Context: an optimization exercise on an open-source flow, tuned for small area and a short achievable clock period. The choices shown serve that exercise and are no tape-out recipe.
RTL that was checked went through simulation tests only; none was proved equivalent to the original.
Power figures rest on the tool's default switching activity, not on a simulated workload.

## top
module top(CLK, RST_N, idata, ddata_r, iaddr, daddr, ddata_w, WRam);
input CLK, RST_N;
input [31 : 0] idata;
input [31 : 0] ddata_r;
output [9 : 0] iaddr, daddr;
output [31 : 0] ddata_w;
output WRam;
wire [4:0] rs1 = idata[19:15];
wire [4:0] rs2 = idata[24:20];
wire [4:0] rd  = idata[11:7];
wire [31:0] PC, PC4, PCIMM, PCPREV;
wire [31:0] IMM, Reg1, Reg1a, Reg2, A, B, RES;
wire [3:0]  OP;
wire is_load, is_store, is_br, is_addpc, is_lui, selB, RegWrite, zero;
control ctrl(
	.IN(idata[6:2]),
	.is_load(is_load),
	.is_store(is_store),
	.is_br(is_br),
	.is_addpc(is_addpc),
	.is_lui(is_lui),
	.selB(selB),
	.RegWrite(RegWrite));
ImmGen immgen(.IN(idata), .OUT(IMM));
ALUControl aluctl(
	.is_add(is_store | (is_addpc & ~idata[4])),
	.is_passB(is_lui | is_load),
	.IN({idata[30], idata[14:12]}),
	.OUT(OP));
reg [31:0] Areg, Breg, tgt;
reg [19:0] ctlreg;
reg        bigreg;
wire [19:0] CTL;
ALUDecode aludec(.Op(OP), .ctl(CTL));
reg [4:0]  prd;
reg        pvalid, pjmp, pbr;
always_ff @(posedge CLK)
begin
	Areg  <= A;
	Breg  <= B ^ {32{CTL[0]}};
	ctlreg <= CTL;
	bigreg <= |B[31:5];
	prd   <= rd;
	tgt   <= PCIMM;
end
always_ff @(posedge CLK or negedge RST_N)
	if (!RST_N) begin
		pvalid <= 1'b0;
		pjmp   <= 1'b0;
		pbr    <= 1'b0;
	end else begin
		pvalid <= RegWrite && (rd != 0);
		pjmp   <= is_addpc;
		pbr    <= is_br;
	end
reg [31:0] pcprev;
always_ff @(posedge CLK or negedge RST_N)
	if (!RST_N)
		pcprev <= 32'hfffffffc;
	else
		pcprev <= PC;
assign PCPREV = pcprev;
ALU alu(.ctl(ctlreg), .big(bigreg), .Op1(Areg), .Op2(Breg), .sol(RES), .Zero(zero));
regPC pcsel(.PCPREV(PCPREV), .TGT(tgt), .taken(pjmp | (pbr & zero)), .PC(PC));
assign PC4 = PC + 32'd4;
adder addimm(.Op1(PC), .Op2(IMM), .Sol(PCIMM));
reg [31:0] regis [1:31];
reg [31:1] valid;
wire [31:1] cap, com, sel1, sel2;
wire [32*31-1:0] flat;
genvar g;
generate
  ...
clock: 12.0 ns
lec_check: 0
cap_margin: 30
core_margin: 2
core_utilization: 60
place_density: 0.7
setup_slack_margin: 4
slew_margin: 30
synth_hierarchical: 1
synth_minimum_keep_size: 0
standard.sh (not shown) runs the stock make flow with config.mk's settings and CLKGATE_MAP_FILE= SYNTH_SCRIPT=/design/flow/synth_recipe.tcl, a recipe that flattens the netlist after the stock synthesis.
==> flow/flow/run.sh <==
#!/bin/bash
# The standard layout, with two changes: the port buffers are buf_4
# (the default pick is a delay cell), and timing repair may resize cells
# across footprints.
set -euo pipefail
bash standard.sh MATCH_CELL_FOOTPRINT=0 "BUFFER_PORTS_ARGS=-buffer_cell sky130_fd_sc_hd__buf_4" finish > standard.log 2>&1
Next try:
Settings changed: CORE_UTILIZATION 60 to 50, PLACE_DENSITY 0.7 to 0.6.
What happened: The new run completed without violations; power went up by 2.1%; register-to-register slack is better by 0.22 ns; utilization went down by 11 points; cell count went up by 4.6%.
Next try:
Settings changed: SETUP_SLACK_MARGIN 4 to 3.
After rerunning:
- wire length came out lower by 6.5%
- design area decreases by 4.2%
- worst setup slack is worse by 0.64 ns
- count of clock-buffer cells in the layout stays the same
- area after synthesis stays the same
- first-iteration DRC count fell by about 8%
- total power falls by about 1.9%
Next try:
Settings changed: SETUP_SLACK_MARGIN 3 to 3.5.
Effect: Die area is unchanged. Synthesized cell count is unchanged. Setup slack gets better by 0.35 ns. Combinational power came out higher by about 3%. Register-to-register slack gets better by 0.47 ns. Non-clock buffer count came out higher by 76. Cell count came out higher by about 1.3%.

Setup of the reference run:
Another version of the RTL of top (not shown whole).
Size in the first run: roughly 4900 cells after synthesis, ~1200 flip-flops, ~60000 sq um of cells after synthesis.
clock: 12.0 ns
lec_check: 0
cap_margin: 30
core_margin: 2
core_utilization: 50
place_density: 0.6
setup_slack_margin: 4
slew_margin: 30
synth_hierarchical: 1
synth_minimum_keep_size: 0
Scripts as last shown in full above: flow/flow/run.sh
The reference run finished end to end and its layout was clean on timing, DRC and antenna.
Relative to the reference run, the following input files were edited for the trial run:
Settings: SETUP_SLACK_MARGIN: 4 -> 3.
Notes after the runs:
Every run in the comparison, the reference run and the trial run, completed the flow with a clean layout.
Number of buffer and inverter instances along the worst setup path is lower on the reference run
Summary: with the reference run as the reference, cell area in the trial run moved down by a few percent.
Comparing combinational group share of total power for the reference run and the trial run, the smaller number came from the trial run.
| worst setup slack | the trial run vs the reference run | worse |
In the reports for the reference run and the trial run, the smaller buffer count from post-CTS setup fixing belongs to the trial run.
Final cycle utilization of the critical path (lower): the reference run
The trial run packs its core more loosely than the reference run.
No run of this note included a check of the RTL's function; only the layout flow was run.

== run 2 ==
The RTL this note starts from:
==> flow/design.v <==
module regPC(CLK, RST_n, IN, OUT);
input CLK, RST_n;
input [31 : 0] IN;
output reg [31 : 0] OUT;
always_ff @(posedge CLK or negedge RST_n)
	if (!RST_n)
		OUT <= 0;
	else
		OUT <= IN;
endmodule
module ALU(Op, Zero, sol, Op1, Op2);
input [3:0] Op;
input [31:0] Op1, Op2;
output Zero;
output reg [31:0] sol;
wire sub = Op[3] | Op[1];
wire [32:0] sum = {1'b0, Op1} + {1'b0, Op2 ^ {32{sub}}} + {32'b0, sub};
wire ltu = ~sum[32];
wire eq = (Op1 == Op2);
wire left = ~Op[2];
wire big = |Op2[31:5];
wire [31:0] sin, sout, srev;
genvar g;
generate
	for (g = 0; g < 32; g = g + 1) begin : rev
		assign sin[g] = left ? Op1[31-g] : Op1[g];
		assign srev[g] = sout[31-g];
	end
endgenerate
assign sout = sin >> Op2[4:0];
wire [31:0] shres = big ? 32'b0 : (left ? srev : sout);
assign Zero = (sol == 0);
always_comb
begin
	case(Op)
		4'b0000, 4'b1000 : sol = sum[31:0];
		4'b0001, 4'b0101, 4'b1101 : sol = shres;
		4'b0010, 4'b0011 : sol = {31'b0, ltu};
		4'b0100 : sol = Op1 ^ Op2;
		4'b0110 : sol = Op1 | Op2;
		4'b0111 : sol = Op1 & Op2;
		4'b1001 : sol = {31'b0, eq};
		4'b1111 : sol = Op2;
		default : sol = 0;
	endcase
end
endmodule
module ALUControl(is_add, is_lui, IN, OUT);
input is_add, is_lui;
input [3 : 0] IN;
output [3 : 0] OUT;
assign OUT = is_add ? 4'b0000 : is_lui ? 4'b1111 : IN;
endmodule
module ImmGen (IN, OUT);
input [31 : 0] IN;
output reg [31 : 0] OUT;
always_comb
begin
	case(IN[6:2])
		5'b00100 : OUT = {{20{IN[31]}},IN[31:20]};  
		5'b01000 : OUT = {{20{IN[31]}},IN[31:25],IN[11:7]};  
		5'b11000 : OUT = {{20{IN[31]}},IN[7],IN[30:25],IN[11:8],1'b0};  
		5'b01101 : OUT = {IN[31:12],12'b0};  
		5'b00101 : OUT = {{12{IN[31]}},IN[31:12]};  
		5'b11011 : OUT = {{12{IN[31]}},IN[19:12],IN[20],IN[30:21],1'b0};  
		5'b11001 : OUT = {{19{IN[31]}},IN[31:20],1'b0};  
		5'b00000 : OUT = {{20{IN[31]}},IN[31:20]};  
		default : OUT = 0;
	endcase
end
endmodule
module registers(sel, data, q);
input [31:1] sel;
input [32*31-1:0] data;
output reg [31:0] q;
integer i;
always_comb
begin
	q = 0;
	for (i = 1; i < 32; i = i + 1)
		q = q | (data[32*(i-1) +: 32] & {32{sel[i]}});
end
endmodule
module adder(Op1, Op2, Sol);
input [31 : 0] Op1, Op2;
output [31 : 0] Sol;
assign Sol = Op1 + Op2;
endmodule
module MUX(in1, in2, ctr, out);
input [31 : 0] in1, in2;
input ctr;
output [31 : 0] out;
assign out = ctr ? in2 : in1;
endmodule
module control(IN, is_load, is_store, is_br, is_addpc, is_lui, selA, selB, RegWrite);
input [4:0] IN;
output is_load, is_store, is_br, is_addpc, is_lui, selA, selB, RegWrite;
wire is_alui  = (IN == 5'b00100);
wire is_alur  = (IN == 5'b01100);
wire is_jalr  = (IN == 5'b11001);
wire is_jal   = (IN == 5'b11011);
wire is_auipc = (IN == 5'b00101);
assign is_load  = (IN == 5'b00000);
assign is_store = (IN == 5'b01000);
assign is_br    = (IN == 5'b11000);
assign is_lui   = (IN == 5'b01101);
assign is_addpc = is_jalr | is_jal | is_auipc;
assign selA = is_addpc;
assign selB = is_load | is_alui | is_store | is_jal | is_lui | is_auipc;
assign RegWrite = is_load | is_alui | is_alur | is_addpc | is_lui;
endmodule
module top(CLK, RST_N, idata, ddata_r, iaddr, daddr, ddata_w, WRam);
input CLK, RST_N;
input [31 : 0] idata;
input [31 : 0] ddata_r;
output [9 : 0] iaddr, daddr;
output [31 : 0] ddata_w;
output WRam;
wire [31:0] PC, PC4, PCIMM, NeoPC;
wire [31:0] IMM, Reg1, Reg2, A, B, RES, WData;
wire [3:0]  OP;
wire is_load, is_store, is_br, is_addpc, is_lui, selA, selB, RegWrite, taken, taken_zero;
control ctrl(
	.IN(idata[6:2]),
	.is_load(is_load),
	.is_store(is_store),
	.is_br(is_br),
	.is_addpc(is_addpc),
	.is_lui(is_lui),
	.selA(selA),
	.selB(selB),
	.RegWrite(RegWrite));
ImmGen immgen(.IN(idata), .OUT(IMM));
ALUControl aluctl(
	.is_add(is_load | is_store | (is_addpc & ~idata[4])),
	.is_lui(is_lui),
	.IN({idata[30], idata[14:12]}),
	.OUT(OP));
regPC pcreg(.CLK(CLK), .RST_n(RST_N), .IN(NeoPC), .OUT(PC));
adder add4(.Op1(PC), .Op2(32'd4), .Sol(PC4));
adder addimm(.Op1(PC), .Op2(IMM), .Sol(PCIMM));
reg [31:0] regis [1:31];
reg [31:1] valid;
wire [31:1] we, sel1, sel2;
wire [32*31-1:0] flat;
genvar g;
generate
	for (g = 1; g < 32; g = g + 1) begin : wr
		assign we[g] = RegWrite && (idata[11:7] == g);
		assign sel1[g] = valid[g] && (idata[19:15] == g);
		assign sel2[g] = valid[g] && (idata[24:20] == g);
		assign flat[32*(g-1) +: 32] = regis[g];
		always_ff @(posedge CLK)
			if (we[g])
				regis[g] <= WData;
	end
endgenerate
always_ff @(posedge CLK, negedge RST_N)
	if (!RST_N)
		valid <= 0;
	else
		valid <= valid | we;
registers rd1(.sel(sel1), .data(flat), .q(Reg1));
registers rd2(.sel(sel2), .data(flat), .q(Reg2));
MUX muxA(.in1(Reg1), .in2(PC4), .ctr(selA), .out(A));
MUX muxB(.in1(Reg2), .in2(IMM), .ctr(selB), .out(B));
ALU alu(.Op(OP), .Op1(A), .Op2(B), .sol(RES), .Zero(taken_zero));
MUX muxW(.in1(RES), .in2(ddata_r), .ctr(is_load), .out(WData));
assign taken = is_addpc | (is_br & taken_zero);
assign NeoPC = taken ? PCIMM : PC4;
wire [9:0] dimm = {idata[29:25], is_store ? idata[11:7] : idata[24:20]};
assign daddr = Reg1[9:0] + dimm;
assign ddata_w = Reg2;
assign WRam = is_store;
assign iaddr = PC[11:2];
endmodule
clock: 12.0 ns
lec_check: 0
cap_margin: 20
core_margin: 2
core_utilization: 30
place_density: 0.5
setup_slack_margin: 5
slew_margin: 20
synth_hierarchical: 1
synth_minimum_keep_size: 1000
run.sh (not shown) runs the stock make flow with config.mk's settings and CLKGATE_MAP_FILE= SYNTH_SCRIPT=/design/flow/synth_recipe.tcl, a recipe that flattens the netlist after the stock synthesis.
Stock flow here: none of the scripts above is used.
Status run 2: flow complete, layout not clean - capacitance limit, slew limit
Setup changes, run 2 to run 1
Settings: SETUP_SLACK_MARGIN removed (was 5).
Looking at data required time of the worst path across run 2 and run 1, the one that comes out higher is run 1. Note that the non-clock buffer total of the final layout recorded for run 2 amounts to 2.2 times the value seen in run 1. Run 2 -> run 1: combinational gate power decreased by more than a quarter. Against run 2 as the reference, run 1 delivers a higher power share of the clock group. Against run 2, the final cell area of run 1 is lower. Run 1 vs. run 2: shortest period the worst path allows went up by 1.81 ns. Run 1 ended with every stage complete and zero timing, DRC or antenna violations.
No functional check of the RTL was part of any run of this note.

## what the ideal ports hide
The flow's constraints put no driver on any port. The routed layouts listed below were extracted and timed again, unchanged, in two steps.
Step 1: set_driving_cell puts a clkbuf_16 on CLK and a buf_2 on each other input, an assumption about the parent block.
Step 2 moves the port delays by t, midway between the first and last clock arrival at a register: inputs arrive t later, outputs are due t later. That takes back most of the time a late clock gives input paths.
Slacks: ideal / step 1 / step 2; pairs: ideal / step 1.
run	t (ns)	slack for setup (ns)	worst setup path after step 2
the first run of note 1	0.821	3.683 / 3.633 / 3.633	input to output
the second run of note 1	0.833	3.703 / 3.633 / 3.633	input to output
the third run of note 1	0.821	3.066 / 3.041 / 3.041	input to output
the fourth run of note 1	0.836	3.411 / 3.388 / 3.388	input to output
the reference run	0.790	3.635 / 3.545 / 3.545	input to output
the trial run	0.837	3.049 / 2.999 / 3.005	input to output
run 2	0.808	2.902 / 2.861 / 2.053	input to register
run 1	0.821	1.088 / 0.978 / 0.158	input to register
For run 1, which loses most, drivers alone change the setup slack by -0.110 ns; drivers and shift together by -0.930 ns.
